Source: an optimization exercise on an open RTL-to-GDS flow (aim: small area and a short achievable clock period). Production flows keep margins and buffers that such runs may drop.
Function not checked in this run: the RTL went through the layout flow alone.

### design/flow/config.mk
export PLATFORM = sky130hd
export DESIGN_NAME = FFT_R4_16p
export DESIGN_NICKNAME = FFT_R4_16p
export VERILOG_FILES = /design/flow/design.v
export SDC_FILE = /design/flow/constraint.sdc
export NUM_CORES = 8
export LEC_CHECK = 0
export ABC_AREA = 1
export CAP_MARGIN = 50
export CORE_MARGIN = 2
export CORE_UTILIZATION = 40
export PLACE_DENSITY = 0.45
export SETUP_SLACK_MARGIN = 0.5
export SLEW_MARGIN = 50
### design/flow/constraint.sdc
create_clock -name core_clock -period 100.0 [get_ports {clk}]
set_input_delay 20.0000 -clock core_clock [delete_from_list [all_inputs] [get_ports {clk}]]
set_output_delay 20.0000 -clock core_clock [all_outputs]
set_load 0.01 [all_outputs]
### design/flow/design.v
module radd #(parameter W = 8) (input [W-1:0] a, input [W-1:0] b, input ci, output [W-1:0] s, output co);
  wire [W:0] c;
  assign c[0] = ci;
  genvar i;
  generate for (i = 0; i < W; i = i + 1) begin : g
    assign s[i]   = a[i] ^ b[i] ^ c[i];
    assign c[i+1] = (a[i] & b[i]) | (a[i] & c[i]) | (b[i] & c[i]);
  end endgenerate
  assign co = c[W];
endmodule
module fadd (
    input  wire [31:0] a,
    input  wire [31:0] b,
    input  wire        sub,
    output wire [31:0] r
);
  wire        sa = a[31];
  wire        sb = b[31] ^ sub;
  wire [30:0] dummy0;
  wire        gt;
  radd #(31) cmp(.a(a[30:0]), .b(~b[30:0]), .ci(1'b0), .s(dummy0), .co(gt));
  wire [30:0] big = gt ? a[30:0] : b[30:0];
  wire [30:0] sml = gt ? b[30:0] : a[30:0];
  wire [7:0]  d; wire dco;
  radd #(8) ed0(.a(big[30:23]), .b(~sml[30:23]), .ci(1'b1), .s(d), .co(dco));
  wire [23:0] al  = (|d[7:5]) ? 24'd0 : ({1'b1, sml[22:0]} >> d[4:0]);
  wire        es  = sa ^ sb;
  wire [24:0] s; wire sco;
  radd #(25) ad(.a({2'b01, big[22:0]}), .b({1'b0, al} ^ {25{es}}), .ci(es), .s(s), .co(sco));
  wire        z16 = ~|s[24:9];
  wire [24:0] n1  = z16 ? {s[8:0], 16'd0} : s;
  wire        z8  = ~|n1[24:17];
  wire [24:0] n2  = z8 ? {n1[16:0], 8'd0} : n1;
  wire        z4  = ~|n2[24:21];
  wire [24:0] n3  = z4 ? {n2[20:0], 4'd0} : n2;
  wire        z2  = ~|n3[24:23];
  wire [24:0] n4  = z2 ? {n3[22:0], 2'd0} : n3;
  wire        z1  = ~n4[24];
  wire [24:0] n5  = z1 ? {n4[23:0], 1'd0} : n4;
  wire [4:0]  z   = {z16, z8, z4, z2, z1};
  wire [9:0]  ed; wire edco;
  radd #(10) ed1(.a({2'b00, big[30:23]}), .b(~{5'd0, z}), .ci(1'b1), .s(ed), .co(edco));
  wire [9:0]  ee = ed + 10'd1;
  wire [30:0] mag = ee[9] ? 31'd0 : {ee[7:0], n5[23:1]};
  wire zero = ~|s;
  wire sign = gt ? sa : sb;
  assign r = zero ? 32'd0 : {sign, mag};
endmodule
module fmul (
    input  wire [31:0] a,
    input  wire [31:0] b,
    output wire [31:0] r
);
  wire [13:0] ma = {1'b1, a[22:10]};
  wire [13:0] mb = {1'b1, b[22:10]};
  wire [27:0] p;
  wire [13:0] sum [0:13];
  wire [13:0] car [0:13];
  genvar i, j;
  generate
    for (j = 0; j < 14; j = j + 1) begin : r0
      assign sum[0][j] = ma[j] & mb[0];
      assign car[0][j] = 1'b0;
    end
    for (i = 1; i < 14; i = i + 1) begin : rows
      for (j = 0; j < 14; j = j + 1) begin : cols
        wire x = ma[j] & mb[i];
        wire y = (j == 13) ? 1'b0 : sum[i-1][j+1];
        wire z = car[i-1][j];
        assign sum[i][j] = x ^ y ^ z;
        assign car[i][j] = (x & y) | (x & z) | (y & z);
      end
    end
    for (i = 0; i < 14; i = i + 1) begin : lo
      assign p[i] = sum[i][0];
    end
  endgenerate
  wire [14:0] c;
  assign c[0] = 1'b0;
  generate
    for (j = 0; j < 13; j = j + 1) begin : fin
      wire y = sum[13][j+1];
      wire z = car[13][j];
      assign p[14+j] = y ^ z ^ c[j];
      assign c[j+1] = (y & z) | (y & c[j]) | (z & c[j]);
    end
  endgenerate
  assign p[27] = car[13][13] ^ c[13];
  wire [8:0]  es = {1'b0, a[30:23]} + {1'b0, b[30:23]};
  wire [7:0]  e  = p[27] ? (es[7:0] - 8'd126) : (es[7:0] - 8'd127);
  assign r = {a[31] ^ b[31], e, p[27] ? p[26:4] : p[25:3]};
endmodule
module FFT_R4_16p (
    input wire clk, reset,
    input wire in_valid,
    input wire signed [31:0] in_data_real,
    input wire signed [31:0] in_data_im,
    output wire out_valid,
    output wire signed [31:0] bf2_output_0_real, bf2_output_1_real, bf2_output_2_real, bf2_output_3_real,
    output wire signed [31:0] bf2_output_0_im, bf2_output_1_im, bf2_output_2_im, bf2_output_3_im
);
  reg  [3:0]  cnt;                  
  reg  [63:0] t0d, t1d, t2d, t3d;   
  reg  [3:0]  t0n, t1n, t2n, t3n;   
  reg         t0v, t1v, t2v, t3v;
  reg  [1:0]  hc;                   
  always @(posedge clk or posedge reset) begin
    if (reset) begin
      cnt <= 4'd0;
      t0v <= 1'b0; t1v <= 1'b0; t2v <= 1'b0; t3v <= 1'b0;
      hc  <= 2'd0;
    end else begin
      if (in_valid) cnt <= cnt + 4'd1;
      t0v <= in_valid;
      t1v <= t0v; t2v <= t1v; t3v <= t2v;
      hc  <= hc + 2'd1;
    end
  end
  always @(posedge clk) begin
    t0d <= {in_data_real, in_data_im};
    t0n <= cnt;
    t1d <= t0d; t1n <= t0n;
    t2d <= t1d; t2n <= t1n;
    t3d <= t2d; t3n <= t2n;
  end
  wire s0 = t0v & (t0n[1:0] == hc);
  wire s1 = t1v & (t1n[1:0] == hc);
  wire s2 = t2v & (t2n[1:0] == hc);
  wire s3 = t3v & (t3n[1:0] == hc);
  wire        sv  = s0 | s1 | s2 | s3;
  wire [63:0] sx  = s0 ? t0d : s1 ? t1d : s2 ? t2d : t3d;
  wire [1:0]  sn1 = s0 ? t0n[3:2] : s1 ? t1n[3:2] : s2 ? t2n[3:2] : t3n[3:2];
  reg [63:0] r0_0, r0_1, r0_2, r0_3;
  reg [63:0] r1_0, r1_1, r1_2, r1_3;
  reg [63:0] r2_0, r2_1, r2_2, r2_3;
  reg [63:0] r3_0, r3_1, r3_2, r3_3;    
  reg [63:0] y2_0, y2_1, y2_2, y2_3;    
  reg [63:0] y3_0, y3_1, y3_2, y3_3;    
  wire [31:0] xr = sx[63:32], xi = sx[31:0];
  wire first = (sn1 == 2'd1);
  wire [63:0] a0 = r3_0;
  wire [63:0] a1 = first ? r3_0 : r3_1;
  wire [63:0] a2 = first ? r3_0 : r3_2;
  wire [63:0] a3 = first ? r3_0 : r3_3;
  wire [31:0] u0r, u0i, u1r, u1i, u2r, u2i, u3r, u3i;
  fadd f1_0r(.a(a0[63:32]), .b(xr), .sub(1'b0), .r(u0r));
  fadd f1_0i(.a(a0[31:0]),  .b(xi), .sub(1'b0), .r(u0i));
  fadd f1_1r(.a(a1[63:32]), .b(sn1[0] ? xi : xr), .sub(sn1 != 2'd1), .r(u1r));
  fadd f1_1i(.a(a1[31:0]),  .b(sn1[0] ? xr : xi), .sub(sn1 != 2'd3), .r(u1i));
  fadd f1_2r(.a(a2[63:32]), .b(xr), .sub(sn1[0]), .r(u2r));
  fadd f1_2i(.a(a2[31:0]),  .b(xi), .sub(sn1[0]), .r(u2i));
  fadd f1_3r(.a(a3[63:32]), .b(sn1[0] ? xi : xr), .sub(sn1 != 2'd3), .r(u3r));
  fadd f1_3i(.a(a3[31:0]),  .b(sn1[0] ? xr : xi), .sub(sn1 != 2'd1), .r(u3i));
  wire upd  = sv & (sn1 != 2'd0);
  wire init = sv & (sn1 == 2'd0);
  wire last = sv & (sn1 == 2'd3);
  always @(posedge clk) begin
    r1_0 <= r0_0; r1_1 <= r0_1; r1_2 <= r0_2; r1_3 <= r0_3;
    r2_0 <= r1_0; r2_1 <= r1_1; r2_2 <= r1_2; r2_3 <= r1_3;
    r3_0 <= r2_0; r3_1 <= r2_1; r3_2 <= r2_2; r3_3 <= r2_3;
    r0_0 <= upd ? {u0r, u0i} : init ? sx : r3_0;
    r0_1 <= upd ? {u1r, u1i} : r3_1;
    r0_2 <= upd ? {u2r, u2i} : r3_2;
    r0_3 <= upd ? {u3r, u3i} : r3_3;
    y2_1 <= y2_0; y2_2 <= y2_1; y2_3 <= y2_2;
    y3_1 <= y3_0; y3_2 <= y3_1; y3_3 <= y3_2;
    y2_0 <= last ? {u2r, u2i} : y2_3;
    y3_0 <= last ? {u3r, u3i} : y3_3;
  end
  reg        dact;        
  reg [3:0]  dc;          
  wire done = last & (hc == 2'd3);    
  always @(posedge clk or posedge reset) begin
    if (reset) begin
      dact <= 1'b0;
      dc   <= 4'd0;
    end else begin
      if (done) begin
        dact <= 1'b1;
        dc   <= 4'd0;
      end else if (dact) begin
        dc <= dc + 4'd1;
        if (dc == 4'd15) dact <= 1'b0;
      end
    end
  end
  reg [63:0] yv;
  always @(*) begin
    case (dc[3:2])
      2'd0: yv = r3_0;
      2'd1: yv = r3_1;
      2'd2: yv = y2_3;
      default: yv = y3_3;
    endcase
  end
  reg [31:0] c_lmm, c_lpm, c_l;
  always @(*) begin
    case (dc)
      4'd5:  begin c_lmm = 32'h3fa73eab; c_lpm = 32'h3f0a8c16; c_l = 32'h3f6c84b6; end  
      4'd6,
      4'd9:  begin c_lmm = 32'h3fb50481; c_lpm = 32'h00000000; c_l = 32'h3f350481; end  
      4'd7,
      4'd13: begin c_lmm = 32'h3fa73eab; c_lpm = 32'hbf0a8c16; c_l = 32'h3ec3f141; end  
      4'd10: begin c_lmm = 32'h3f800000; c_lpm = 32'hbf800000; c_l = 32'h00000000; end  
      4'd11,
      4'd14: begin c_lmm = 32'h00000000; c_lpm = 32'hbfb50481; c_l = 32'hbf350481; end  
      4'd15: begin c_lmm = 32'hbfa73eab; c_lpm = 32'hbf0a8c16; c_l = 32'hbf6c84b6; end  
      default: begin c_lmm = 32'h3f800000; c_lpm = 32'h3f800000; c_l = 32'h3f800000; end  
    endcase
  end
  wire [31:0] w_diff, w_m1, w_m2;
  fadd tw_d (.a(yv[63:32]), .b(yv[31:0]), .sub(1'b1), .r(w_diff));    
  fmul tw_m1(.a(c_lmm), .b(yv[31:0]),  .r(w_m1));                     
  fmul tw_m2(.a(c_lpm), .b(yv[63:32]), .r(w_m2));                     
  reg [31:0] p_diff, p_m1, p_m2, p_l;
  reg        p_v;
  reg [1:0]  p_q;
  always @(posedge clk or posedge reset) begin
    if (reset) p_v <= 1'b0;
    else       p_v <= dact;
  end
  always @(posedge clk) begin
    p_diff <= w_diff; p_m1 <= w_m1; p_m2 <= w_m2; p_l <= c_l; p_q <= dc[1:0];
  end
  wire [31:0] w_m3, w_zr, w_zi;
  fmul tw_m3(.a(p_diff), .b(p_l), .r(w_m3));                           
  reg [31:0] q_m1, q_m2, q_m3;
  reg        q_v;
  reg [1:0]  q_q;
  always @(posedge clk or posedge reset) begin
    if (reset) q_v <= 1'b0;
    else       q_v <= p_v;
  end
  always @(posedge clk) begin
    q_m1 <= p_m1; q_m2 <= p_m2; q_m3 <= w_m3; q_q <= p_q;
  end
  fadd tw_r (.a(q_m1), .b(q_m3), .sub(1'b0), .r(w_zr));
  fadd tw_i (.a(q_m2), .b(q_m3), .sub(1'b1), .r(w_zi));
  reg [31:0] zr, zi;
  reg        z_v;
  reg [1:0]  z_q;
  always @(posedge clk or posedge reset) begin
    if (reset) z_v <= 1'b0;
    else       z_v <= q_v;
  end
  always @(posedge clk) begin
    zr <= w_zr; zi <= w_zi; z_q <= q_q;
  end
  reg [63:0] o0, o1, o2, o3;
  reg        ov;
  wire sfirst = (z_q == 2'd1);
  wire [63:0] b0 = o0;
  wire [63:0] b1 = sfirst ? o0 : o1;
  wire [63:0] b2 = sfirst ? o0 : o2;
  wire [63:0] b3 = sfirst ? o0 : o3;
  wire [31:0] v0r, v0i, v1r, v1i, v2r, v2i, v3r, v3i;
  fadd f2_0r(.a(b0[63:32]), .b(zr), .sub(1'b0), .r(v0r));
  fadd f2_0i(.a(b0[31:0]),  .b(zi), .sub(1'b0), .r(v0i));
  fadd f2_1r(.a(b1[63:32]), .b(z_q[0] ? zi : zr), .sub(z_q != 2'd1), .r(v1r));
  fadd f2_1i(.a(b1[31:0]),  .b(z_q[0] ? zr : zi), .sub(z_q != 2'd3), .r(v1i));
  fadd f2_2r(.a(b2[63:32]), .b(zr), .sub(z_q[0]), .r(v2r));
  fadd f2_2i(.a(b2[31:0]),  .b(zi), .sub(z_q[0]), .r(v2i));
  fadd f2_3r(.a(b3[63:32]), .b(z_q[0] ? zi : zr), .sub(z_q != 2'd3), .r(v3r));
  fadd f2_3i(.a(b3[31:0]),  .b(z_q[0] ? zr : zi), .sub(z_q != 2'd1), .r(v3i));
  wire supd = z_v & (z_q != 2'd0);
  wire sini = z_v & (z_q == 2'd0);
  always @(posedge clk) begin
    if (supd) begin
      o0 <= {v0r, v0i}; o1 <= {v1r, v1i}; o2 <= {v2r, v2i}; o3 <= {v3r, v3i};
    end else if (sini) begin
      o0 <= {zr, zi};
    end
  end
  always @(posedge clk or posedge reset) begin
    if (reset) ov <= 1'b0;
    else       ov <= z_v & (z_q == 2'd3);
  end
  assign out_valid = ov;
  assign bf2_output_0_real = o0[63:32];
  assign bf2_output_0_im   = o0[31:0];
  assign bf2_output_1_real = o1[63:32];
  assign bf2_output_1_im   = o1[31:0];
  assign bf2_output_2_real = o2[63:32];
  assign bf2_output_2_im   = o2[31:0];
  assign bf2_output_3_real = o3[63:32];
  assign bf2_output_3_im   = o3[31:0];
endmodule
### design/flow/run.sh
#!/bin/bash
# synth_recipe.tcl (not shown) runs the flow's synth.tcl, then flattens the netlist and writes it again
# the make line also repeats each setting of config.mk as NAME=value (left out here)
make -C /OpenROAD-flow-scripts/flow DESIGN_CONFIG=/design/flow/config.mk WORK_HOME=/design/flow/orfs CLKGATE_MAP_FILE= SYNTH_SCRIPT=/design/flow/synth_recipe.tcl finish
==> summary.txt <==
critical path: cells and delay by family (launching register included):
| kind | cells | cell delay [ps] |
|---|---|---|
| xor gates and xnor gates | 2 | 620 |
| AOI/OAI and AO/OA | 11 | 1910 |
| buffers and inverters | 16 | 3730 |
| DFF | 1 | 420 |
| muxes | 1 | 340 |
| adders and majority gates | 29 | 10840 |
| and+or+nand+nor | 61 | 8210 |
cell usage after synthesis (88+ instances only):
master	n	share of area, %
fa_1	851	9.7
buf_2	275	0.79
mux2i_1	89	0.51
o22ai_1	305	1.1
buf_1	88	0.19
nand3_1	1789	5.1
inv_1	3497	7.5
o21ai_1	291	0.83
nor3_1	103	0.29
clkbuf_1	741	1.6
a211oi_1	112	0.48
a21oi_1	224	0.64
inv_2	125	0.27
o211ai_1	330	1.4
nor2_1	1686	3.6
nand2_1	8458	18
o21ai_0	2654	7.6
edfxtp_1	256	4.4
dfxtp_1	2070	24
nand4_1	330	1.2
or2_2	130	0.47
xor2_1	563	2.8
ha_1	368	2.6
path summary, 6_finish.rpt:
| path | start | to |
|---|---|---|
| min in group asynchronous | reset | z_v |
| hold / removal | r2_3[53] | r3_3[53] |
| max in group asynchronous | reset | dc[3] |
| setup reg to reg | hc[0] | r0_2[22] |
| hold reg to reg | r2_3[53] | r3_3[53] |
| setup / recovery | hc[0] | r0_2[22] |
layout make-up:
cell class	count	area, um2	area share [%]
tap	5734	7170	3.71
inverter	3660	13800	7.13
timing repair buffer	715	6440	3.33
antenna	21	52.6	0.0272
sequential	2345	49600	25.7
multi-input combinational	19100	107000	55.3
clock buffer	359	7660	3.97
clock inverter	122	1610	0.832
through the flow:
step | cells | setup WS, ps | util (%)
global placement | 31500 | 72600 | 42.1
detailed placement | 31600 | 73630 | 42.2
finish | 32100 | 73690 | 44.5
global route | 32100 | 71440 | 44.4
floorplan | 26300 | 79520 | -
CTS | 32000 | 73500 | 44.4
cells by family (layout without fill, tap and decap cells):
kind of cell	count (synthesis)	after routing	synth area share, %
buffers and inverters	4879	4856	11.0
DFF	2345	2345	28.4
adders and majority gates	1219	1219	12.4
xor gates and xnor gates	646	646	3.28
AOI/OAI and AO/OA	4287	4287	13.9
muxes	147	147	0.883
other	0	21	0
and+or+nand+nor	12800	12800	30.1
metal layers:
| layer | vias to the layer above | part of all wire (%) | GRT usage (%) |
|---|---|---|---|
| met3 | 1422 | 6.3 | 5.23 |
| met5 | - | 0.014 | 0 |
| li1 | 83300 | - | - |
| met1 | 80000 | 41 | 43.1 |
| met4 | 18 | 7.3 | 20.9 |
| met2 | 5750 | 45 | 55.4 |
==> results by group <==
Run status
  – Status: finished clean

Placement
  – Buffers on Ports: approximately 320
  – Post-DP Area: about 180000 um2
  – GP Congestion: between 1 and 1.5
  – DP Wirelength: 645000 um

Critical path
  – Reg-to-reg setup timing slack: between 70000 and 80000 ps
  – CP max FO: around 110
  – Worst path required time: roughly 100000 ps
  – Worst Setup End Kind: flop
  – Largest stage delay on the critical path: roughly 500 ps
  – Worst EP arrival: about 27000 ps
  – Most common cell on crit path: nand2_1
  – Reg2Reg Depth: 120
  – CP max-delay cell: nand2_1
  – Crit Path Category: flop to flop
  – Startpoint Class: flop

Layout
  – Fin nets: 27400
  – Commonest non-fill, non-tap cells in the layout: 8401 x nand2_1, 3456 x inv_1, 2551 x o21ai_0
  – Commonest non-fill, non-tap cell in the layout: nand2_1
  – FILL cells: 46500
  – Cell area after layout: slightly below 200000 um2
  – Synth-to-layout area growth: 10.6%
  – Layout cells sized above 1: approximately 6.1%

Min path
  – Min-Delay Path Depth: 0
  – HP Class: flop to flop

Detailed routing
  – Vias: between 150k and 200k
  – WL final: between 700000 and 800000 um
  – Drt via density: ~5.3
  – Wire per inst: around 24 um
  – Initial DRC Count: around 16000
  – Antenna-violating nets left: 0
  – DRC violations left: 0
  – Drt pass-1 iters: 8

Floorplan
  – # rows: around 240
  – I/O pin cnt: 324
  – Die height: 665 um
  – DIE WIDTH: ~670 um
  – CORE AREA: ~430000 um2
  – Total die area: between 400000 and 500000 um2
  – Initial Utilization: 40.2%

Synth
  – Synth warn: 2
  – Synth cell types: 80
  – Post-synthesis sequential area ratio: around 28%
  – Commonest register cell after synthesis: dfxtp_1
  – Synthesized netlist cell count: 26300
  – Post-synth EDFFs: roughly 260
  – Synth Register Bits: 2345
  – Async SR Flop Fraction: 0.810%
  – Syn Std Cell Area: 175000 um2
  – Synthesized Nets: ~28000
  – Syn_area_per_cell: approximately 6.6 um2

STA
  – Setup TNS: 0 ps
  – Slew @ Worst Pin: between 800 and 900 ps
  – Rel. slew slack: approximately 45%
  – Final Setup Violations: 0
  – Fmax: ~38 MHz
  – Clock Skews: around 110 ps
  – Final hold violation count: 0
  – Worst hold slack: 291 ps
  – Minimum clock period: roughly 26000 ps
  – Max Slew Vio Count: 0
  – Post-route clock period utilization: 26.3%
  – RSZ-0062 raised after global routing: no

Clock network
  – Clock root buffer: clkbuf_16
  – Post-cts sizing count: 0
  – CTS tree: done
  – Clock sink count: about 2300
  – CTS clk-pin slew, worst paths: approximately 70 ps
  – Clock Path Buffers: 4
  – Number of CTS-inserted buffers: 270
  – H-tree lvl count: 5
  – Skew-Pair Late Insertion Delay: about 1000 ps
  – Post-CTS Setup Repair Bufs: 0
  – Cts hold-fix bufs: 0

Run
  – Max-cap violations: 0

Global route
  – Largest net degree at the start of global routing: 113
  – GRT Util Overall: between 30% and 40%
  – Initial antenna violation count: a little over 40
  – Global-route wire length before repair: 1120000 um
  – Vias in the first global route: approximately 160k
  – Global route overflow: 0

==> what the ideal ports hide <==
No port has a modelled driver above. Below, the same layout with a new extraction and two added sets of constraints.
Step 1, drivers: a clkbuf_16 drives clk and a buf_2 each remaining input, both assumed.
Step 2, shift: input delay + t, output delay - t, t = (earliest + latest rising clock arrival at the registers) / 2. This alone moves slack from input paths to output paths.
Slacks: ideal ports / drivers / drivers and shift; pairs: ideal ports / drivers.
t (ns): 1.056
slack for setup (ns): 73.694 / 73.694 / 73.694
pins driven straight from the clock port: 1
After both steps this run still meets setup and hold. For this run, drivers alone change the setup slack by 0.000 ns; drivers and shift together by 0.000 ns.
